What follows belongs to an exercise in optimizing a design on an open flow for small area, a short achievable clock period and few clock cycles; a production flow would make more cautious choices. RTL that was checked went through simulation tests only; none was proved equivalent to the original. Power figures rest on the tool's default switching activity, not on a simulated workload.

## job 3386
==> flow/design.v (excerpt) <==
module signed_right_shift_mplier #(
    parameter N = 32
)(
    input                 clk,
    input                 rst_n,       
    input    [N-1:0]      mcand,
    input    [N-1:0]      mplier,
    output   [2*N-1:0]    product,
    output                done
);
export LEC_CHECK = 0
export CAP_MARGIN = 20
export CORE_MARGIN = 2
export CORE_UTILIZATION = 40
export SLEW_MARGIN = 20
export SYNTH_HIERARCHICAL = 1
create_clock -name core_clock -period 5.0 [get_ports {clk}]
standard.sh (not shown) runs the stock make flow with config.mk's settings and CLKGATE_MAP_FILE= SYNTH_SCRIPT=/design/flow/synth_recipe.tcl, a recipe that flattens the netlist after the stock synthesis.
==> flow/flow/run.sh <==
#!/bin/bash
# Standard ORFS layout, but with small buffers on the ports instead of the
# delay cells buffer_ports picks by default.  Each tool's output is logged
# by ORFS under orfs/logs; make's own output goes to flow_make.log.
set -euo pipefail
export BUFFER_PORTS_ARGS="-buffer_cell sky130_fd_sc_hd__buf_1"
bash standard.sh > flow_make.log 2>&1
Testbench counts of job 3386, summed over its fixed seeds: cycles 48,000.
Inputs modified between job 3386 and job 1383:
==> flow/flow/run.sh <==
#!/bin/bash
# Standard ORFS layout with two cell choices changed: small buffers on the
# ports instead of the delay cells buffer_ports picks by default, and no
# full/half-adder cells (ADDER_MAP_FILE empty), so abc maps the carry-save
# tree to XOR gates.  ORFS logs each tool under orfs/logs; make's own output
# goes to flow_make.log.
set -euo pipefail
export BUFFER_PORTS_ARGS="-buffer_cell sky130_fd_sc_hd__buf_1"
export ADDER_MAP_FILE=
bash standard.sh > flow_make.log 2>&1
diff --git a/flow/config.mk b/flow/config.mk
--- a/flow/config.mk
+++ b/flow/config.mk
@@ -10,2 +10,3 @@
 export CORE_UTILIZATION = 40
+export SETUP_SLACK_MARGIN = 3.0
 export SLEW_MARGIN = 20
Results
For job 1383, the master of the slowest instance on the critical path was sky130_fd_sc_hd__edfxtp_1, unlike job 3386, where it was sky130_fd_sc_hd__dfxtp_2. The most frequent standard cell in the layout excluding fill and tap cells comes out sky130_fd_sc_hd__buf_4 in one run and sky130_fd_sc_hd__dfxtp_1 in the other, namely in job 1383 and job 3386 respectively. Compared with job 3386, job 1383 shows a higher synthesized cell count. From job 3386 to job 1383 the numbers moved as follows: total leakage power increased by 53% relative to the old numbers; combined flip-flop and latch cell area shows an increase of about 3%.
Edits applied to the flow inputs when going from job 1383 to job 6292:
==> flow/flow/run.sh <==
#!/bin/bash
# Standard ORFS layout, but with small buffers on the ports instead of the
# delay cells buffer_ports picks by default.  Each tool's output is logged
# by ORFS under orfs/logs; make's own output goes to flow_make.log.
set -euo pipefail
export BUFFER_PORTS_ARGS="-buffer_cell sky130_fd_sc_hd__buf_1"
bash standard.sh > flow_make.log 2>&1
diff --git a/flow/config.mk b/flow/config.mk
--- a/flow/config.mk
+++ b/flow/config.mk
@@ -10,3 +10,3 @@
 export CORE_UTILIZATION = 40
-export SETUP_SLACK_MARGIN = 3.0
+export SETUP_SLACK_MARGIN = 2.5
 export SLEW_MARGIN = 20
==> run notes <==
Job 6292: no failed stages, no open violations at the end. Relative to job 1383, total power has decreased by 0.0042 W in job 6292. Relative to job 1383, the design area measured on job 6292 has decreased by more than 10%. For the share of the clock period used by the worst path, job 6292 came in 5.8 points higher than job 1383 did. Re total number of vias: job 1383 was higher than job 6292. | first-iteration DRC count | job 6292 vs job 1383 | about 16% higher |. Insertion delay of the later-clocked pin in the worst-skew pair essentially unchanged between job 6292 and job 1383. Job 6292 against job 1383: final wirelength shows a reduction of about 20%, maximum clock frequency shrank by about 11%. The met2 global-route usage of job 6292 is lower than that of job 1383.


signed_right_shift_mplier, a different RTL version from the one above (not shown whole).
Size in the first run: roughly 200 flip-flops.
export LEC_CHECK = 0
export CAP_MARGIN = 20
export CORE_MARGIN = 2
export CORE_UTILIZATION = 70
export PLACE_DENSITY = 0.8
export SETUP_SLACK_MARGIN = 2.8
export SLEW_MARGIN = 20
export SYNTH_HIERARCHICAL = 1
create_clock -name core_clock -period 5.0 [get_ports {clk}]
==> flow/flow/run.sh <==
#!/bin/bash
# Standard ORFS layout, but with small buffers on the ports instead of the
# delay cells buffer_ports picks by default.  Each tool's output is logged
# by ORFS under orfs/logs; make's own output goes to flow_make.log.
set -euo pipefail
export BUFFER_PORTS_ARGS="-buffer_cell sky130_fd_sc_hd__buf_1"
bash standard.sh > flow_make.log 2>&1
The first run passed the timing, DRC and antenna checks.
Testbench counts at the start, summed over its fixed seeds: cycles 48,000.
Rerun with:
Settings changed: CORE_UTILIZATION 70 to 40, CTS_CLUSTER_SIZE from default to 40, PLACE_DENSITY 0.8 to default.
Total power rose by about 0.5%; wire length climbs by about 2%; cell area goes up by 2.5%; final cell count came out higher by about 11%; via count falls by 4.3%.
Rerun with:
Settings changed: CORE_UTILIZATION 40 to 60, CTS_CLUSTER_SIZE 40 to default, GPL_TIMING_DRIVEN from default to 1, PLACE_DENSITY from default to 0.7.
Effect: Combinational power is lower by about 1%. Worst setup slack gains 0.0039 ns. Utilization is higher by 22 points. Non-clock buffer count is lower by 13. Wire length is lower by 4.2%. Final area is lower by 2.2%. Clock power is lower by about 4%. Global-route usage is higher by 7.8 points. First-iteration DRC count is higher by 23%. Via count is higher by 1.4%. Sequential power stays flat.
Rerun with:
Settings changed: CORE_UTILIZATION 60 to 40, GPL_TIMING_DRIVEN 1 to default, PLACE_DENSITY 0.7 to default.
Final cell count increases by 10%.
Worst hold slack degrades by 0.0072 ns.
Power increases by 1.1%.
Via count decreases by 1.3%.
Synthesized area stays the same.
Cell area increases by about 2.3%.
Routed wire length increases by 4.4%.
Sequential power stays flat.
Utilization decreases by 22 points.


Another version of the RTL of signed_right_shift_mplier (not shown whole).
For scale: roughly 1300 cells after synthesis, ~200 flip-flops, ~14000 um^2 of cells after synthesis.
Settings: LEC_CHECK=0, CAP_MARGIN=20, CORE_MARGIN=2, CORE_UTILIZATION=40, SETUP_SLACK_MARGIN=2.8, SLEW_MARGIN=20, SYNTH_HIERARCHICAL=1; clock period 5.0 ns.
Scripts as last shown in full above: flow/flow/run.sh
Testbench counts at the start, summed over its fixed seeds: cycles 48,000.
Rerun with:
- SETUP_SLACK_MARGIN: 2.8 -> 3.0
=> The changed run went through all stages and came out clean; clock skew stays flat; total power went up by 12%; design area went up by 20%; clock-buffer cell count went up by 1.


signed_right_shift_mplier, a different RTL version from the one above (not shown whole).
Size in the first run: ~1100 cells after synthesis, ~200 flip-flops, roughly 130 I/O pins.
==> flow/config.mk <==
export PLATFORM = sky130hd
export DESIGN_NAME = signed_right_shift_mplier
export DESIGN_NICKNAME = signed_right_shift_mplier
export VERILOG_FILES = /design/flow/design.v
export SDC_FILE = /design/flow/constraint.sdc
export NUM_CORES = 4
export LEC_CHECK = 0
export CAP_MARGIN = 20
export CORE_MARGIN = 2
export CORE_UTILIZATION = 65
export PLACE_DENSITY = 0.75
export SETUP_SLACK_MARGIN = 2.5
export SLEW_MARGIN = 20
export SYNTH_HIERARCHICAL = 1
==> flow/constraint.sdc <==
create_clock -name core_clock -period 5.0 [get_ports {clk}]
set_input_delay 1.0000 -clock core_clock [delete_from_list [all_inputs] [get_ports {clk}]]
set_output_delay 1.0000 -clock core_clock [all_outputs]
set_load 0.01 [all_outputs]
Scripts as last shown in full above: flow/flow/run.sh
The starting point ran to the end with no violations.
Edit:
==> flow/flow/run.sh (replaced) <==
#!/bin/bash
# Standard ORFS layout with two cell choices changed: small buffers on the
# ports instead of the delay cells buffer_ports picks by default, and no
# full/half-adder cells (ADDER_MAP_FILE empty), so abc maps the carry-save
# tree to XOR gates.  ORFS logs each tool under orfs/logs; make's own output
# goes to flow_make.log.
set -euo pipefail
export BUFFER_PORTS_ARGS="-buffer_cell sky130_fd_sc_hd__buf_1"
export ADDER_MAP_FILE=
bash standard.sh > flow_make.log 2>&1
--- a/flow/config.mk
+++ b/flow/config.mk
@@ -10,2 +10 @@
-export CORE_UTILIZATION = 65
-export PLACE_DENSITY = 0.75
+export CORE_UTILIZATION = 40
Outcome:
- sequential power grows by about 3%
- design area goes up by 12%
- register-to-register slack gets better by 0.09 ns
- routed wire length climbs by 19%
- power rose by 26%
- hold slack got worse by 0.0034 ns
- die area went up by 82%
Edit:
==> flow/flow/run.sh (replaced) <==
#!/bin/bash
# Standard ORFS layout, but with small buffers on the ports instead of the
# delay cells buffer_ports picks by default.  Each tool's output is logged
# by ORFS under orfs/logs; make's own output goes to flow_make.log.
set -euo pipefail
export BUFFER_PORTS_ARGS="-buffer_cell sky130_fd_sc_hd__buf_1"
bash standard.sh > flow_make.log 2>&1
--- a/flow/config.mk
+++ b/flow/config.mk
@@ -10,0 +11 @@
+export CTS_BUF_LIST = sky130_fd_sc_hd__clkbuf_4 sky130_fd_sc_hd__clkbuf_8
Outcome: Count of clock-buffer cells in the layout is unchanged; sequential share of layout area rose by 3.5 points; power came out lower by 22%; cell count goes down by 11%; maximum frequency falls by 3.0%; clock skew climbs by 0.0035 ns.
Edit:
--- a/flow/config.mk
+++ b/flow/config.mk
@@ -12 +12 @@
-export SETUP_SLACK_MARGIN = 2.5
+export SETUP_SLACK_MARGIN = 2.3
Via count shrinks by 1.4%.
Routed wire length shrinks by 0.84%.
Register-to-register slack got worse by 0.09 ns.
Edit:
--- a/flow/config.mk
+++ b/flow/config.mk
@@ -11,2 +11 @@
-export CTS_BUF_LIST = sky130_fd_sc_hd__clkbuf_4 sky130_fd_sc_hd__clkbuf_8
-export SETUP_SLACK_MARGIN = 2.3
+export SETUP_SLACK_MARGIN = 2.5
After rerunning:
- via count rose by 1.5%
- die area does not change
- combinational power increases by about 3%
- final cell count rose by 2.6%
- global-route usage rises by 0.20 points
- worst hold slack is about the same
- utilization went up by 2.2 points
- sequential cell count does not change
- wire length came out higher by 2.0%
Function was not checked in any run of this note: the RTL went through the layout flow alone.


RTL: one of the versions met above, not the one the previous note started from.
For scale: ~1,300 cells after synthesis, ~200 flip-flops, about 130 I/O pins, ~14,000 sq um of cells after synthesis.
==> flow/design.v (excerpt) <==
module signed_right_shift_mplier #(
    parameter N = 32
)(
    input                 clk,
    input                 rst_n,       
    input    [N-1:0]      mcand,
    input    [N-1:0]      mplier,
    output   [2*N-1:0]    product,
    output                done
);
    reg  [31:0] mc;           
    reg  [31:0] pl;           
    reg  [3:0]  e_one, e_two, e_neg;   
    reg  [32:0] S, C;         
    reg  [7:0]  sl, cl;       
    reg         cin;          
    reg  [31:0] ph;           
    reg  [3:0]  e_onen, e_twon, e_negn;   
    reg         first;        
    reg         firstn;       
    reg  [2:0]  cnt;
    reg         done_r;
    function [11:0] benc(input [8:0] b);
        integer k;
        reg x2, x1, x0;
        begin
            for (k = 0; k < 4; k = k + 1) begin
                x2 = b[2*k+2]; x1 = b[2*k+1]; x0 = b[2*k];
                benc[k]     = x1 ^ x0;                               
                benc[4+k]   = (x2 & ~x1 & ~x0) | (~x2 & x1 & x0);    
                benc[8+k]   = x2;                                    
            end
        end
    endfunction
    wire [11:0] enc_start = benc({mplier[7:0], 1'b0});
    wire [11:0] enc_next  = benc(pl[15:7]);
    wire [32:0] mx  = {mc[31], mc};
    wire [32:0] mx2 = {mc, 1'b0};
    wire [3:0]  one_h = ~e_onen, two_h = ~e_twon, neg_h = ~e_negn;
    wire [32:0] pp0, pp1, pp2, pp3;
    wire [32:0] sel0 = {({16{one_h[0]}} & mx[32:17]) | ({16{two_h[0]}} & mx2[32:17]),
                        ({17{e_one[0]}} & mx[16:0]) | ({17{e_two[0]}} & mx2[16:0])};
    wire [32:0] sel1 = {({16{one_h[1]}} & mx[32:17]) | ({16{two_h[1]}} & mx2[32:17]),
  ...
clock: 5.0 ns
lec_check: 0
cap_margin: 20
core_margin: 2
core_utilization: 60
place_density: 0.7
setup_slack_margin: 2.85
slew_margin: 20
synth_hierarchical: 1
==> flow/flow/run.sh <==
#!/bin/bash
# Standard ORFS layout, but with small buffers on the ports instead of the
# delay cells buffer_ports picks by default.  Each tool's output is logged
# by ORFS under orfs/logs; make's own output goes to flow_make.log.
set -euo pipefail
export BUFFER_PORTS_ARGS="-buffer_cell sky130_fd_sc_hd__buf_1"
bash standard.sh > flow_make.log 2>&1
The starting point completed with no timing, DRC or antenna violations.
Testbench counts at the start, summed over its fixed seeds: cycles 48,000.
Edit:
--- a/flow/config.mk
+++ b/flow/config.mk
@@ -11,3 +11,3 @@
 export PLACE_DENSITY = 0.7
-export SETUP_SLACK_MARGIN = 2.85
+export SETUP_SLACK_MARGIN = 2.8
 export SLEW_MARGIN = 20
Global-route usage hardly moves. Total power fell slightly. Critical path depth is unchanged. Cell count fell slightly. Synthesized cell count is unchanged. Flip-flop and latch count is unchanged. Via count fell slightly.
Edit:
--- a/flow/config.mk
+++ b/flow/config.mk
@@ -9,5 +9,4 @@
 export CORE_MARGIN = 2
-export CORE_UTILIZATION = 60
-export PLACE_DENSITY = 0.7
-export SETUP_SLACK_MARGIN = 2.8
+export CORE_UTILIZATION = 40
+export SETUP_SLACK_MARGIN = 2.6
 export SLEW_MARGIN = 20
Outcome: The new run completed with no timing, DRC or antenna violations. Power came out lower by 1.1%. Setup slack gets worse by 0.16 ns. Cell count came out higher by about 9%. Wire length came out higher by about 1%.
Edit:
--- a/flow/config.mk
+++ b/flow/config.mk
@@ -9,4 +9,6 @@
 export CORE_MARGIN = 2
-export CORE_UTILIZATION = 40
-export SETUP_SLACK_MARGIN = 2.6
+export CORE_UTILIZATION = 60
+export CTS_CLUSTER_DIAMETER = 50
+export PLACE_DENSITY = 0.7
+export SETUP_SLACK_MARGIN = 2.8
 export SLEW_MARGIN = 20
Non-clock buffer count increases by 5.
Routed wire length shrinks by 1.0%.
Clock skew hardly moves.
Final cell count came out lower by 8.3%.
Cell area grows by 1.4%.
Edit:
--- a/flow/config.mk
+++ b/flow/config.mk
@@ -9,5 +9,5 @@
 export CORE_MARGIN = 2
-export CORE_UTILIZATION = 60
-export CTS_CLUSTER_DIAMETER = 50
-export PLACE_DENSITY = 0.7
+export CORE_UTILIZATION = 40
+export CTS_BUF_LIST = sky130_fd_sc_hd__clkbuf_8
+export CTS_CLUSTER_SIZE = 30
 export SETUP_SLACK_MARGIN = 2.8
After rerunning: The changed run finished clean. Non-clock buffer count came out higher by 26. Wire length came out higher by 5.3%. Utilization came out lower by 22 points. Sequential power hardly moves.


signed_right_shift_mplier with an RTL version that a note above also has.
Size in the first run: roughly 1,300 cells after synthesis, roughly 200 flip-flops, about 14,000 um^2 of cells after synthesis.
## signed_right_shift_mplier
module signed_right_shift_mplier #(
    parameter N = 32
)(
    input                 clk,
    input                 rst_n,       
    input    [N-1:0]      mcand,
    input    [N-1:0]      mplier,
    output   [2*N-1:0]    product,
    output                done
);
export LEC_CHECK = 0
export CAP_MARGIN = 20
export CORE_MARGIN = 2
export CORE_UTILIZATION = 40
export SETUP_SLACK_MARGIN = 3.2
export SLEW_MARGIN = 20
export SYNTH_HIERARCHICAL = 1
create_clock -name core_clock -period 5.0 [get_ports {clk}]
Scripts as last shown in full above: flow/flow/run.sh
The baseline passed the timing, DRC and antenna checks.
Testbench counts at the start, summed over its fixed seeds: cycles 48,000.
Then changed:
Settings changed: SETUP_SLACK_MARGIN 3.2 to 2.5.
Final area drops by 24%.
Wire length drops by 17%.
Power drops by 18%.
Non-clock buffer count drops by 188.

==> what the ideal ports hide <==
Ports are ideal in the flow. The routed layouts listed here were re-timed in OpenROAD.
Step 1: set_driving_cell puts a clkbuf_16 on clk and a buf_2 on each other input, an assumption about the parent block.
Step 2 adds t to the input delays and takes it off the output delays; t is the mean of the earliest and latest rising clock arrival at the registers after step 1. Input paths then give back, and output paths get back, about the clock's delay inside the block.
Three values: ideal ports, drivers, drivers and shift; two values: the first two.
run	t, ns	slack for setup (ns)	worst register clock-pin slew, ns	worst data-port slew with drivers (ns)
job 3386	0.506	1.950 / 1.935 / 1.950	0.09 / 0.09	0.05
job 1383	0.511	2.719 / 2.719 / 2.639	0.09 / 0.09	0.04
job 6292	0.498	2.428 / 2.428 / 2.309	0.09 / 0.09	0.05
the first run of note 2	0.486	2.816 / 2.776 / 2.577	0.08 / 0.08	0.04
the second run of note 2	0.498	2.819 / 2.805 / 2.588	0.09 / 0.09	0.04
the third run of note 2	0.484	2.823 / 2.787 / 2.514	0.08 / 0.08	0.05
the fourth run of note 2	0.498	2.819 / 2.805 / 2.588	0.09 / 0.09	0.04
the first run of note 3	0.505	2.785 / 2.734 / 2.608	0.09 / 0.09	0.05
the second run of note 3	0.508	2.757 / 2.707 / 2.633	0.09 / 0.09	0.05
the first run of note 4	0.483	2.468 / 2.468 / 2.468	0.08 / 0.08	0.08
the second run of note 4	0.504	2.562 / 2.562 / 2.297	0.09 / 0.09	0.04
the third run of note 4	0.543	2.485 / 2.485 / 2.169	0.12 / 0.12	0.05
the fourth run of note 4	0.540	2.396 / 2.372 / 2.396	0.12 / 0.12	0.07
the fifth run of note 4	0.493	2.503 / 2.503 / 2.446	0.08 / 0.08	0.05
the first run of note 5	0.482	2.810 / 2.810 / 2.554	0.08 / 0.08	0.04
the second run of note 5	0.484	2.823 / 2.787 / 2.514	0.08 / 0.08	0.05
the third run of note 5	0.493	2.666 / 2.621 / 2.597	0.08 / 0.08	0.05
the fourth run of note 5	0.484	2.823 / 2.787 / 2.514	0.08 / 0.08	0.05
the fifth run of note 5	0.544	2.826 / 2.812 / 2.597	0.12 / 0.12	0.04
the first run of note 6	0.514	2.767 / 2.714 / 2.797	0.09 / 0.09	0.04
the second run of note 6	0.497	2.546 / 2.496 / 2.440	0.08 / 0.08	0.07
After both steps every run listed still meets setup and hold. The setup slack of the third run of note 4, which loses most, moves by 0.000 ns with the drivers and by -0.316 ns with both steps.
